Source: an optimization exercise on an open RTL-to-GDS flow (aim: small area, a short achievable clock period and few clock cycles). Production flows keep margins and buffers that such runs may drop. In this exercise RTL edits were held to simulation tests only and were not proved equivalent to the original.

==> design/flow/design.v <==
module count_leading_zeros#(parameter LG_N = 2)(in, y);
   localparam N = 1<<LG_N;
   localparam N2 = 1<<(LG_N-1);
   input logic [N-1:0] in;
   output logic [LG_N:0] y;
   logic [LG_N-1:0] 	 t0, t1;
   wire 		 lo_z = in[N2-1:0]=='d0;
   wire 		 hi_z = in[N-1:N2]=='d0;
   generate
      if(LG_N == 2)
	begin
	   always_comb
	     begin
		y = 'd0;
		casez(in)
		  4'b0000:
		    y = 3'd4;
		  4'b0001:
		    y = 3'd3;
		  4'b001?:
		    y = 3'd2;
		  4'b01??:
		    y = 3'd1;
		  4'b1???:
		    y = 3'd0;
		  default:
		    y = 3'd0;
		endcase  
	     end  
	end  
      else
	begin
	   count_leading_zeros#(LG_N-1) f0(.in(in[N2-1:0]), .y(t0));
	   count_leading_zeros#(LG_N-1) f1(.in(in[N-1:N2]), .y(t1));
	   always_comb
	     begin
		y = N;
		if(hi_z)
		  y = N2 + t0;
		else
		  y = {1'b0, t1};
	     end
	end
   endgenerate
endmodule  
module nu_divider(clk,
	       reset,
	       flush,
	       wb_slot_used,
	       inA,
	       inB,
	       rob_ptr_in,
	       prf_ptr_in,	     
	       is_signed_div,
	       is_rem,
	       is_w,
	       start_div,
	       y,
	       rob_ptr_out,
	       prf_ptr_out,
	       ready,
	       complete
	       );
   parameter LG_W = 6;
   localparam W = 1<<LG_W;
   localparam W2 = 2*W;
   input logic clk;
   input logic reset;
   input logic flush;
   input logic wb_slot_used;
   input logic [63:0] inA;
   input logic [63:0] inB;
   input logic [4:0] rob_ptr_in;
   input logic [6:0] prf_ptr_in;
   input logic 	      is_signed_div;
   input logic 	      is_rem;
   input logic	      is_w;
   input logic 	      start_div;
   output logic [63:0] y;
   output logic [4:0] rob_ptr_out;
   output logic [6:0] prf_ptr_out;
   output logic        ready;
   output logic        complete;
   typedef enum logic [2:0] {IDLE = 'd0,
			     DIVIDE = 'd1,
			     CLZ = 'd2,
			     PACK_OUTPUT = 'd3,
			     WAIT_FOR_WB = 'd4,
			     CACHE_PACK_OUTPUT = 'd5,
			     CACHE_WAIT_FOR_WB = 'd6
			     } state_t;
   state_t r_state, n_state;
   logic 	r_is_signed, n_is_signed;
   logic 	r_sign, n_sign;
   logic 	r_rem_sign, n_rem_sign;
   logic 	r_is_rem_op, n_is_rem_op;
   logic [4:0] r_rob_ptr, n_rob_ptr;
   logic [6:0] r_gpr_prf_ptr, n_gpr_prf_ptr;
   logic [W-1:0] 		    r_A, n_A, r_B, n_B;
   logic [W-1:0]		    r_lastA, n_lastA, r_lastB, n_lastB;
   logic			    r_last_signed, n_last_signed;
   logic [W-1:0]		    r_last_ss, n_last_ss;
   logic [W2-1:0]		    r_last_Y, n_last_Y;
   logic [W2-1:0]		    r_last_R, n_last_R;   
   logic			    r_last_valid, n_last_valid;
   logic [W2-1:0] 		    r_Y, n_Y;
   logic [W2-1:0] 		    r_D, n_D, r_R, n_R;
   logic [W-1:0] 		    t_ss;
   logic			    r_is_w, n_is_w;
   logic [LG_W+1:0] 		    r_idx, n_idx;
   logic 			    t_bit,t_valid,t_clr;
   wire [W-1:0] 		    srcA = inA[W-1:0];
   wire [W-1:0] 		    srcB = inB[W-1:0];
   always_ff@(posedge clk)
     begin
	if(reset)
	  begin
	     r_state <= IDLE;
	     r_rob_ptr <= 'd0;
	     r_gpr_prf_ptr <= 'd0;
	     r_is_signed <= 1'b0;
	     r_sign <= 1'b0;
	     r_rem_sign <= 1'b0;
	     r_is_rem_op <= 1'b0;
	     r_A <= 'd0;
	     r_B <= 'd0;
	     r_Y <= 'd0;
	     r_D <= 'd0;
	     r_R <= 'd0;
	     r_lastA <= 64'd0;
	     r_lastB <= 64'd0;
	     r_last_Y <= 'd0;
	     r_last_R <= 'd0;
	     r_last_ss <= 'd0;
	     r_last_signed <= 1'b0;
	     r_last_valid <= 1'b0;
	     r_idx <= 'd0;
	     r_is_w <= 1'b0;
	  end
	else
	  begin
	     r_state <= n_state;
	     r_rob_ptr <= n_rob_ptr;
	     r_gpr_prf_ptr <= n_gpr_prf_ptr;
	     r_is_signed <= n_is_signed;
	     r_sign <= n_sign;
	     r_rem_sign <= n_rem_sign;
	     r_is_rem_op <= n_is_rem_op;
	     r_A <= n_A;
	     r_B <= n_B;
	     r_Y <= n_Y;
	     r_D <= n_D;
	     r_R <= n_R;
	     r_lastA <= n_lastA;
	     r_lastB <= n_lastB;
	     r_last_Y <= n_last_Y;
	     r_last_R <= n_last_R;
	     r_last_ss <= n_last_ss;	     
	     r_last_signed <= n_last_signed;
	     r_last_valid <= n_last_valid;
	     r_idx <= n_idx;
	     r_is_w <= n_is_w;
	  end
     end
   always_ff@(posedge clk)
     begin
	if(reset | t_clr)
	  begin
	     t_ss <= 'd0;
	  end
	else if(t_valid)
	  begin
	     t_ss <= t_ss | ( {{(W-1){1'b0}}, t_bit}  << r_idx);
	  end
     end
   wire w_match_prev = (r_lastA == r_A) &
	(r_lastB == r_B) & 
	(r_last_signed == r_is_signed) &
	r_last_valid;
   wire [LG_W+1:0] w_clz_R, w_clz_D;
   count_leading_zeros #(.LG_N(LG_W+1)) clz0 (.in({r_R[W2-2:0], 1'b0}), .y(w_clz_R));
   count_leading_zeros #(.LG_N(LG_W+1)) clz1 (.in(r_D), .y(w_clz_D));
   wire [LG_W+1:0] w_clz_delta = w_clz_R - w_clz_D;
   always_comb
     begin
	n_rob_ptr = r_rob_ptr;
	n_gpr_prf_ptr = r_gpr_prf_ptr;
	n_state = r_state;
	n_is_signed = r_is_signed;
	n_sign = r_sign;
	n_rem_sign = r_rem_sign;
	n_is_rem_op = r_is_rem_op;
	n_A = r_A;
	n_B = r_B;
	n_Y = r_Y;
	n_D = r_D;
	n_R = r_R;
	n_lastA = r_lastA;
	n_lastB = r_lastB;
	n_last_signed = r_last_signed;
	n_last_Y = r_last_Y;
	n_last_R = r_last_R;
	n_last_ss = r_last_ss;
	n_last_valid = r_last_valid;
	n_idx = r_idx;
	t_bit = 1'b0;
	t_clr = 1'b0;
	t_valid = 1'b0;
	n_is_w = r_is_w;
	ready = (r_state == IDLE) & !start_div;
	rob_ptr_out = r_rob_ptr;
	prf_ptr_out = r_gpr_prf_ptr;
	y = r_Y[W-1:0];
	complete = 1'b0;
	unique case (r_state)
	  IDLE:
	    begin
	       t_clr = 1'b1;
	       n_is_w = is_w;
	       n_rob_ptr = rob_ptr_in;
	       n_gpr_prf_ptr = prf_ptr_in;
	       n_is_rem_op = is_rem;
	       n_is_signed = is_signed_div;
	       n_state = start_div ? CLZ : IDLE;
	       n_idx = W-1;
	       n_sign = srcA[W-1] ^ srcB[W-1];
	       n_rem_sign = srcA[W-1];
	       n_A = is_signed_div & srcA[W-1] ? ((~srcA) + 'd1) : srcA;
	       n_B = is_signed_div & srcB[W-1] ? ((~srcB) + 'd1) : srcB;
	       n_D = {n_B, {W{1'b0}}};
	       n_R = {{W{1'b0}}, n_A};
	    end  
	  CLZ:
	    begin
	       n_state = DIVIDE;
	       if(w_clz_delta<='d64)
		 begin
		    n_R = r_R << (w_clz_R-w_clz_D);
		    n_idx = r_idx - (w_clz_R-w_clz_D);
		    n_state = (n_idx == 8'hff) ? PACK_OUTPUT : DIVIDE;
		 end
	       else if(r_B != 'd0)
		 begin
		    n_R = {r_R[W-1:0], {W{1'b0}}};
		    n_state = PACK_OUTPUT;
		 end
	    end
	  DIVIDE:
	    begin
	       if({r_R[W2-2:0], 1'b0} >= r_D)
		 begin
		    n_R = {r_R[W2-2:0], 1'b0} - r_D;
		    t_bit = 1'b1;
		    t_valid = 1'b1;		    
		 end
	       else
		 begin
		    n_R = {r_R[W2-2:0], 1'b0};
		    t_bit = 1'b0;
		    t_valid = 1'b1;
		 end  
	       n_state = (w_match_prev|flush) ? CACHE_PACK_OUTPUT : 
			 ((r_idx == 'd0) ? PACK_OUTPUT : DIVIDE);
	       n_idx = r_idx - 'd1;
	    end  
	  PACK_OUTPUT:
	    begin
	       n_state = CACHE_WAIT_FOR_WB;
	       n_lastA = r_A;
	       n_lastB = r_B;
	       n_last_signed = r_is_signed;
	       n_last_valid = 1'b1;
	       n_Y[W-1:0] = t_ss;
	       n_Y[W2-1:W] = n_R[W2-1:W];
	       n_last_Y = n_Y;
	       n_last_R = n_R;
	       n_last_ss = t_ss;
	       if(r_is_signed && r_sign)
		 begin
		    n_Y[W-1:0] = (~t_ss) +'d1;
		 end
	       if(r_is_signed && r_rem_sign)
		 begin
		    n_Y[W2-1:W] = (~n_R[W2-1:W]) + 'd1;
		 end
	       if(r_is_rem_op)
		 begin
		    n_Y[W-1:0] = n_Y[W2-1:W];
		 end
	       if(r_is_w)
		 begin
		    n_Y = { {96{n_Y[31]}}, n_Y[31:0]};
		 end
	    end
	  WAIT_FOR_WB:
	    begin
	       complete =1'b1;
	       n_state = IDLE;
	    end
	  CACHE_PACK_OUTPUT:
	    begin
	       n_Y = r_last_Y;
	       n_R = r_last_R;
	       if(r_is_signed && r_sign)
		 begin
		    n_Y[W-1:0] = (~r_last_ss) +'d1;
		 end
	       if(r_is_signed && r_rem_sign)
		 begin
		    n_Y[W2-1:W] = (~n_R[W2-1:W]) + 'd1;
		 end
	       if(r_is_rem_op)
		 begin
		    n_Y[W-1:0] = n_Y[W2-1:W];
		 end
	       if(r_is_w)
		 begin
		    n_Y = { {96{n_Y[31]}}, n_Y[31:0]};
		 end
	       n_state = CACHE_WAIT_FOR_WB;
	    end  
	  CACHE_WAIT_FOR_WB:
	    begin
	       if(wb_slot_used == 1'b0)
		 begin
		    n_state = IDLE;
		    complete = 1'b1;
		 end
	    end
	  default:
	    begin
	    end
	endcase  
     end  
endmodule  
==> design/flow/run.sh <==
#!/bin/bash
# synth_recipe.tcl (not shown) runs the flow's synth.tcl, then flattens the netlist and writes it again
# the make line also repeats each setting of config.mk as NAME=value (left out here)
make -C /OpenROAD-flow-scripts/flow DESIGN_CONFIG=/design/flow/config.mk WORK_HOME=/design/flow/orfs CLKGATE_MAP_FILE= SYNTH_SCRIPT=/design/flow/synth_recipe.tcl finish
==> design/flow/config.mk <==
export PLATFORM = sky130hd
export DESIGN_NAME = nu_divider
export DESIGN_NICKNAME = nu_divider
export VERILOG_FILES = /design/flow/design.v
export SDC_FILE = /design/flow/constraint.sdc
export NUM_CORES = 4
export LEC_CHECK = 0
export CAP_MARGIN = 20
export CORE_MARGIN = 2
export CORE_UTILIZATION = 40
export SETUP_SLACK_MARGIN = 0.3
export SLEW_MARGIN = 20
==> design/flow/constraint.sdc <==
create_clock -name core_clock -period 7.0 [get_ports {clk}]
set_input_delay 1.4000 -clock core_clock [delete_from_list [all_inputs] [get_ports {clk}]]
set_output_delay 1.4000 -clock core_clock [all_outputs]
set_load 0.01 [all_outputs]
==> out/summary.log <==
INFO  sta            fin_crit_sh=96.1%
INFO  sta            tightestPinTransition=1240ps
INFO  logic_synthesis synthDistinctLibCells=112
INFO  logic_synthesis synth_edf_count=0
INFO  sta            hold_violations=0
INFO  sta            slew_violations=0
INFO  routing        drcViolationCount=0
INFO  floorplanning  die_height=380um
INFO  routing        route.vias.total=64.8k
INFO  final_layout   num-fill-cells=14.2k
INFO  setup_path     path_class=reg -> reg
INFO  routing        drt_wl_total=332mm
INFO  clock_network  cts_tree=yes
INFO  clock_network  tritoncts.num_buffers=90
INFO  final_layout   seq_area=14700um2
INFO  sta            max_clock_freq=149MHz
INFO  logic_synthesis synth_area_per_cell=7.38um2
INFO  setup_path     startpoint_type=register
INFO  global_routing grt_max_degree=150
INFO  sta            finalSetupViolations=0
INFO  routing        drt-initial-drc-count=9829
INFO  placed_design  place.port_buffers=225
INFO  placed_design  placed_cells=9697
INFO  clock_network  ctsLongestPathBuffers=3
INFO  sta            fin_setup_tns=0ps
INFO  job            max-cap-violations=0
INFO  clock_network  cts.reportedPaths.clkPinSlew=60ps
INFO  logic_synthesis synthesis.instances=7662
INFO  logic_synthesis async_flop_share=0%
INFO  routing        routed-wl-met2=132mm
INFO  logic_synthesis postSynthRegisterBits=734
INFO  logic_synthesis synth_warnings=7
INFO  floorplanning  floorplan.core_area=141000um2
INFO  logic_synthesis synthDominantAreaCellType=dfxtp_1
INFO  floorplanning  die_width=380um
INFO  run_status     outcome=no timing/DRC/antenna violations
INFO  sta            final_period_minus_worst_setup_slack=6720ps
INFO  sta            final.setup.worst_slack=275ps
INFO  global_routing grt_util_all_layers=43.9%
INFO  setup_path     slowest_stage=fa_4
INFO  setup_path     setup.worst_path.end_class=register
INFO  routing        detail_routed_net_length_per_standard_cell=33.6um
INFO  clock_network  clock-sinks=734
INFO  clock_network  hold_buffers=0
INFO  final_layout   number_of_nets_in_the_layout=8143
INFO  routing        drt_antenna_net_count=0
INFO  logic_synthesis post_synth_instance_area=56600um2
INFO  setup_path     max_stage_delay=990ps
INFO  final_layout   post_route_cells_drive_above_1_share=13.9%
INFO  setup_path     crit_chain=nor4_1, nand4bb_1, nor2_1, o21ai_0, a21oi_1, buf_4, o22ai_1, buf_4, ha_4, fa_4, buf_12, buf_4, mux4_2, mux4_2, a2bb2oi_1, mux2_2, a221o_1, a21oi_1, a221oi_2, a211oi_1
INFO  final_layout   multi_input_area=38600um2
INFO  logic_synthesis post-synth-top-area-fraction=26.0%
INFO  routing        met3_wirelength=40.1mm
INFO  final_layout   finalCoreUtilization=47.7%
INFO  final_layout   area_growth_syn_to_layout=18.8%
INFO  final_layout   final-instance-count-excl-fill=9877
INFO  clock_network  htree_num_levels=3
INFO  setup_path     arrival=7280ps
INFO  routing        route.top_layer_used=met5
INFO  hold_path      timing.hold.worst.class=reg -> reg
INFO  placed_design  place.gp.congestion=1.10
INFO  floorplanning  design.die.area=144000um2
INFO  sta            worst_clock_skew=43.4ps
INFO  global_routing antenna_found_initial=29
INFO  setup_path     timing.critical_path.mode_cell=buf_4
INFO  sta            fin_hold_ws=452ps
INFO  global_routing grt_overflow_total=0
INFO  floorplanning  start_util=40.2%
INFO  logic_synthesis portion_of_the_post_synthesis_area_used_by_sequential_elements=26.0%
INFO  floorplanning  placement_rows=138
INFO  routing        drt-met1-wl=135mm
INFO  logic_synthesis mappedNetlistNets=7896
INFO  clock_network  clk_latency=760ps
INFO  sta            unrepaired_setup_endpoints_after_global_routing=false
INFO  global_routing grt_pass1_wl=458mm
INFO  placed_design  place_hpwl=256mm
INFO  setup_path     crit_path_max_fanout=23
INFO  global_routing first_global_vias=58.6k
INFO  routing        vias_per_cell=6.56
INFO  routing        dr_pass1_iterations=8
INFO  placed_design  post-place-ws=-47.2ps
INFO  clock_network  cts.root.buffer_cell=clkbuf_16
INFO  logic_synthesis netlist_top_cells_area=dfxtp_1 26%, a21oi_1 8.1%, nand2_1 8.1%
INFO  floorplanning  io_pins=226
INFO  sta            worst_slew_margin_rel=17.3%
INFO  setup_path     crit_required=7550ps
INFO  logic_synthesis post_synth_top_flop=dfxtp_1
## cell usage in the layout (no fill, tap or decap), types with 58 or more instances in the layout
cell	instances
xor2_1	211
nor4_1	93
a31oi_1	100
nor2_1	709
a21oi_1	917
nand3_1	92
dfxtp_1	732
o211ai_1	58
nand4_1	63
a211oi_1	199
mux2i_1	263
inv_1	241
xnor2_1	277
buf_4	557
clkbuf_16	91
nand2_1	1208
mux2_2	70
o22ai_1	88
clkdlybuf4s50_1	224
nor3_1	151
mux4_2	143
o21ai_0	376
a22oi_1	59
o31ai_1	68
ha_1	82
a221oi_1	66
## flip-flops by register name, summed over array words and instances, names as in the netlist
register       count
r_rob_ptr          5
r_last_Y          65
r_state            3
r_last_ss         63
r_lastB           64
r_sign             1
r_gpr_prf_ptr      7
r_lastA           64
r_is_signed        1
r_last_R          64
r_is_w             1
r_last_valid       1
r_last_signed      1
r_rem_sign         1
t_ss              64
r_A               64
r_is_rem_op        1
r_B               64
r_Y               64
r_R              128
r_idx              8
## path summary, 6_finish.rpt
path	start	endpoint	slack, ps	cells after the start
worst min-delay path	r_Y[36]	r_Y[36]	450	2
worst min register to register	r_Y[36]	r_Y[36]	450	2
worst max-delay path	r_R[21]	r_R[113]	280	20
worst max register to register	r_R[21]	r_R[113]	280	20
## through the flow
| step | cell area [um2] |
|---|---|
| 2_1_floorplan | 56600 |
| 4_1_cts | 67000 |
| 3_3_place_gp | 63700 |
| 6_report | 67200 |
| 5_1_grt | 67200 |
| 3_5_place_dp | 63700 |
## final cells by class
class,count,share of cell area (%)
Antenna cell,6,0.0223
Clock buffer,125,3.89
Clock inverter,39,0.864
Inverter,246,1.38
Multi-Input combinational cell,6007,57.5
Sequential cell,734,21.9
Tap cell,1890,3.52
Timing Repair Buffer,830,11.0
## critical path, delay by kind of cell, from the launching register on
family / cells / cell delay, ps
AOI/OAI and AO/OA: 8 / 1770
adders and majority gates: 2 / 1150
muxes: 3 / 1160
and+or+nand+nor: 3 / 1080
DFF: 1 / 540
buffers and inverters: 4 / 820
## synthesized netlist by cell type (all sizes together), types with 33 or more instances
| cell type | count |
|---|---|
| nand2 | 1217 |
| a21oi | 921 |
| dfxtp | 734 |
| nor2 | 719 |
| clkbuf | 537 |
| o21ai | 391 |
| xnor2 | 280 |
| mux2i | 265 |
| inv | 243 |
| xor2 | 213 |
| a211oi | 200 |
| nor3 | 161 |
| mux4 | 143 |
| buf | 138 |
| nor4 | 113 |
| a31oi | 101 |
| nand3 | 92 |
| o22ai | 88 |
| ha | 83 |
| a221oi | 71 |
| mux2 | 70 |
| o31ai | 68 |
| nand4 | 64 |
| a22oi | 59 |
| o211ai | 59 |
| or4 | 53 |
| or3 | 44 |
| and2 | 38 |
| nor2b | 36 |
| o21bai | 33 |
## kinds of logic after synthesis
logic type / Yosys count / synth area share (%)
AOI/OAI and AO/OA: 2291 / 25.1
xor gates and xnor gates: 495 / 7.71
adders and majority gates: 92 / 2.05
buffers and inverters: 921 / 6.46
DFF: 734 / 26.0
muxes: 478 / 11.8
other: 1 / 0.00663
and+or+nand+nor: 2650 / 20.9
## metal layers
| layer | vias to the layer above | global-route usage (%) |
|---|---|---|
| met4 | 28 | 26.3 |
| met3 | 958 | 13.7 |
| met5 | - | 0 |
| li1 | 28100 | - |
| met1 | 31500 | 59.2 |
| met2 | 4284 | 61.0 |
## timing repair
| action | in CTS | in global routing |
|---|---|---|
| buffers inserted | 6 | 3 |
| setup endpoints to repair | 30 | 48 |
| gates resized for setup | 5 | 26 |
| pin swaps | 1 | 3 |
Testbench counts, summed over its fixed seeds: cycles 96,005.

separate check: timing with driven ports:
In the flow no input, the clock included, has a driving cell. The finished layout below was timed again as built, in two steps.
Step 1: set_driving_cell puts a clkbuf_16 on clk and a buf_2 on each other input, an assumption about the parent block.
Step 2 also shifts input and output timing later by t, the mid clock arrival at the registers, as if the neighbouring blocks saw the same clock.
Slacks: no drivers / after step 1 / after step 2; pairs: no drivers / after step 1.
t (ns): 0.822
setup WS [ns]: 0.275 / 0.276 / 0.276
worst setup path at the end: register to register
latest minus earliest clock arrival (ns): 0.044 / 0.044
cell pins on the clock port's net: 1
After both steps this run still meets setup and hold. The setup slack of this run moves by +0.001 ns with the drivers and by +0.001 ns with both steps.
